This is an optimization exercise on Yosys and OpenROAD, whose aim is small area, not a production implementation.
Where RTL was checked, it was by simulation tests only, not by an equivalence proof against the original.
No activity file was given, so power comes from the tool's default toggle rates.

==> module ALU, before the edit <==
module ALU(
	input  logic [15:0] a,
	input  logic [15:0] b,
	input  logic sub,
	output logic [15:0] sum
	);
logic [15:0] bx;
logic [16:0] c;      
logic [15:0] s0;     
logic [15:7] p;      
assign bx = b ^ {16{sub}};
genvar i;
generate for (i = 0; i < 16; i = i + 1) begin : add
	logic ci;
	if (i == 0)      assign ci = sub;
	else if (i == 7) assign ci = 1'b0;
	else             assign ci = c[i];
	assign s0[i] = a[i] ^ bx[i] ^ ci;
	assign c[i+1] = (a[i] & bx[i]) | (a[i] & ci) | (bx[i] & ci);
	if (i == 7)     assign p[i] = 1'b1;
	else if (i > 7) assign p[i] = p[i-1] & s0[i-1];
end endgenerate
assign sum[6:0]  = s0[6:0];
assign sum[15:7] = s0[15:7] ^ (p & {9{c[7]}});
endmodule
==> flow/config.mk <==
export PLATFORM = sky130hd
export DESIGN_NAME = LEGLiteSingle
export DESIGN_NICKNAME = LEGLiteSingle
export VERILOG_FILES = /design/flow/design.v
export SDC_FILE = /design/flow/constraint.sdc
export NUM_CORES = 4
export LEC_CHECK = 0
export CAP_MARGIN = 10
export CORE_MARGIN = 2
export CORE_UTILIZATION = 50
export GPL_TIMING_DRIVEN = 0
export SLEW_MARGIN = 10
==> flow/constraint.sdc <==
create_clock -name core_clock -period 12.0 [get_ports {clock}]
set_input_delay 2.4000 -clock core_clock [delete_from_list [all_inputs] [get_ports {clock}]]
set_output_delay 2.4000 -clock core_clock [all_outputs]
set_load 0.01 [all_outputs]
standard.sh (not shown) runs the stock make flow with config.mk's settings and CLKGATE_MAP_FILE= SYNTH_SCRIPT=/design/flow/synth_recipe.tcl, a recipe that flattens the netlist after the stock synthesis.
==> flow/flow/run.sh <==
#!/bin/bash
# Layout flow: the standard layout (standard.sh), except that synthesis maps
# the combinational logic with an area-oriented ABC script (flow/abc.script)
# and keeps the decoder stage Sel7 apart, so that its two copies per
# port stay.
# Registers, their names and cell types are as in the standard synthesis.
# The floorplan removes the buffers synthesis put on pass-through wires
# (REMOVE_ABC_BUFFERS); placement then buffers every port as usual.
set -euo pipefail
W=$(pwd)
F=$(cd "$(dirname "${BASH_SOURCE[0]}")" && pwd)

# ORFS's synth.tcl with the ABC script replaced
sed '/synth_preamble.tcl/a lset abc_args 1 '"$F"'/abc.script' \
    "$FLOW_HOME/scripts/synth.tcl" > "$W/area_synth.tcl"
grep -q "lset abc_args 1" "$W/area_synth.tcl"
# The standard flow's synthesis wrapper, sourcing the copy above
sed 's#source \$::env(SCRIPTS_DIR)/synth.tcl#source '"$W"'/area_synth.tcl#' \
    "$W/synth_recipe.tcl" > "$W/area_synth_recipe.tcl"
grep -q "area_synth.tcl" "$W/area_synth_recipe.tcl"
# standard.sh with that synthesis script
sed -E 's#SYNTH_SCRIPT=[^ ]+#SYNTH_SCRIPT='"$W"'/area_synth_recipe.tcl#' \
    "$W/standard.sh" > "$W/area_standard.sh"
grep -q "area_synth_recipe.tcl" "$W/area_standard.sh"

# port buffers: the smallest buffer; no dummy clock-tree loads
export BUFFER_PORTS_ARGS="-buffer_cell sky130_fd_sc_hd__buf_1"
export CTS_ARGS="-sink_clustering_enable -repair_clock_nets -dont_use_dummy_load -sink_clustering_size 8 -buf_list {sky130_fd_sc_hd__clkbuf_4} -root_buf sky130_fd_sc_hd__clkbuf_4"
# repair with small buffers (and upsizing) rather than 6x-16x buffers:
# the platform's don't-use cells plus the large buffers
DU=$(make -s -C "$FLOW_HOME" DESIGN_CONFIG="$W/config.mk" WORK_HOME="$W/orfs" print-DONT_USE_CELLS | sed -n 's/^DONT_USE_CELLS: //p')
[ -n "$DU" ]
DU="$DU sky130_fd_sc_hd__buf_6 sky130_fd_sc_hd__buf_8 sky130_fd_sc_hd__buf_12 sky130_fd_sc_hd__buf_16"
bash "$W/area_standard.sh" "DONT_USE_CELLS=$DU" "SYNTH_KEEP_MODULES=Sel7" REMOVE_ABC_BUFFERS=1 finish > "$W/make_finish.log" 2>&1 || { tail -50 "$W/make_finish.log"; exit 1; }
tail -5 "$W/make_finish.log"
==> flow/flow/abc.script <==
strash
&get -n
&fraig -x
&put
scorr
dc2
strash
&get -n
&dch -f
&nf -p -R 1000 -C 32
&put
Change:
--- a/flow/design.v
+++ b/flow/design.v
@@ -68,25 +68,30 @@
 	output logic [15:0] sum
 	);
 logic [15:0] bx;
 logic [16:0] c;      
 logic [15:0] s0;     
-logic [15:7] p;      
+logic [15:0] p;      
+logic c6, c11;       
 assign bx = b ^ {16{sub}};
 genvar i;
 generate for (i = 0; i < 16; i = i + 1) begin : add
 	logic ci;
-	if (i == 0)      assign ci = sub;
-	else if (i == 7) assign ci = 1'b0;
-	else             assign ci = c[i];
+	if (i == 0)                 assign ci = sub;
+	else if (i == 6 || i == 11) assign ci = 1'b0;
+	else                        assign ci = c[i];
 	assign s0[i] = a[i] ^ bx[i] ^ ci;
 	assign c[i+1] = (a[i] & bx[i]) | (a[i] & ci) | (bx[i] & ci);
-	if (i == 7)     assign p[i] = 1'b1;
-	else if (i > 7) assign p[i] = p[i-1] & s0[i-1];
+	if (i == 6 || i == 11) assign p[i] = 1'b1;
+	else if (i > 6)        assign p[i] = p[i-1] & s0[i-1];
+	else                   assign p[i] = 1'b0;
 end endgenerate
-assign sum[6:0]  = s0[6:0];
-assign sum[15:7] = s0[15:7] ^ (p & {9{c[7]}});
+assign c6  = c[6];
+assign c11 = c[11] | (c6 & p[10] & s0[10]);
+assign sum[5:0]   = s0[5:0];
+assign sum[10:6]  = s0[10:6]  ^ (p[10:6]  & {5{c6}});
+assign sum[15:11] = s0[15:11] ^ (p[15:11] & {5{c11}});
 endmodule
 module Control(
 	input  logic [3:0] opcode,
 	output logic is_ld,      
 	output logic is_st,      
Result:
- total power hardly moves
- fmax is higher by 3.6%
- routed wire length came out lower by 0.79%
- flip-flop and latch count stays the same
- utilization hardly moves
- sequential power is about the same
- synthesized area stays flat
- synthesized cell count goes down by 0.39%
- final cell count is about the same
- sequential share of layout area stays flat
- count of clock-buffer cells in the layout is unchanged
- die area stays flat
- global-route usage rises by 0.28 points
- final area is about the same
For the first run of this note, only the layout was checked, not whether the RTL still works.

==> re-timing with driven ports <==
No port has a modelled driver above. Below, the same layouts with a new extraction and two added sets of constraints.
Step 1 (the two cells are an assumption about what drives the block):
set clk [get_ports {clock}]
set_driving_cell -lib_cell sky130_fd_sc_hd__clkbuf_16 $clk
set_driving_cell -lib_cell sky130_fd_sc_hd__buf_2 [delete_from_list [all_inputs] $clk]
Step 2 adds t to the input delays and takes it off the output delays; t is the mean of the earliest and latest rising clock arrival at the registers after step 1. Input paths then give back, and output paths get back, about the clock's delay inside the block.
Slacks: ideal / step 1 / step 2; pairs: ideal / step 1.
run | t, ns | slack for setup (ns) | worst setup path at the end | clock arrival spread, ns
the first run | 0.578 | 0.472 / 0.437 / 0.437 | input to output | 0.037 / 0.037
the second run | 0.554 | 0.873 / 0.848 / 0.325 | input to register | 0.033 / 0.033
After both steps every run listed still meets setup and hold. For the second run, which loses most, drivers alone change the setup slack by -0.025 ns; drivers and shift together by -0.548 ns.
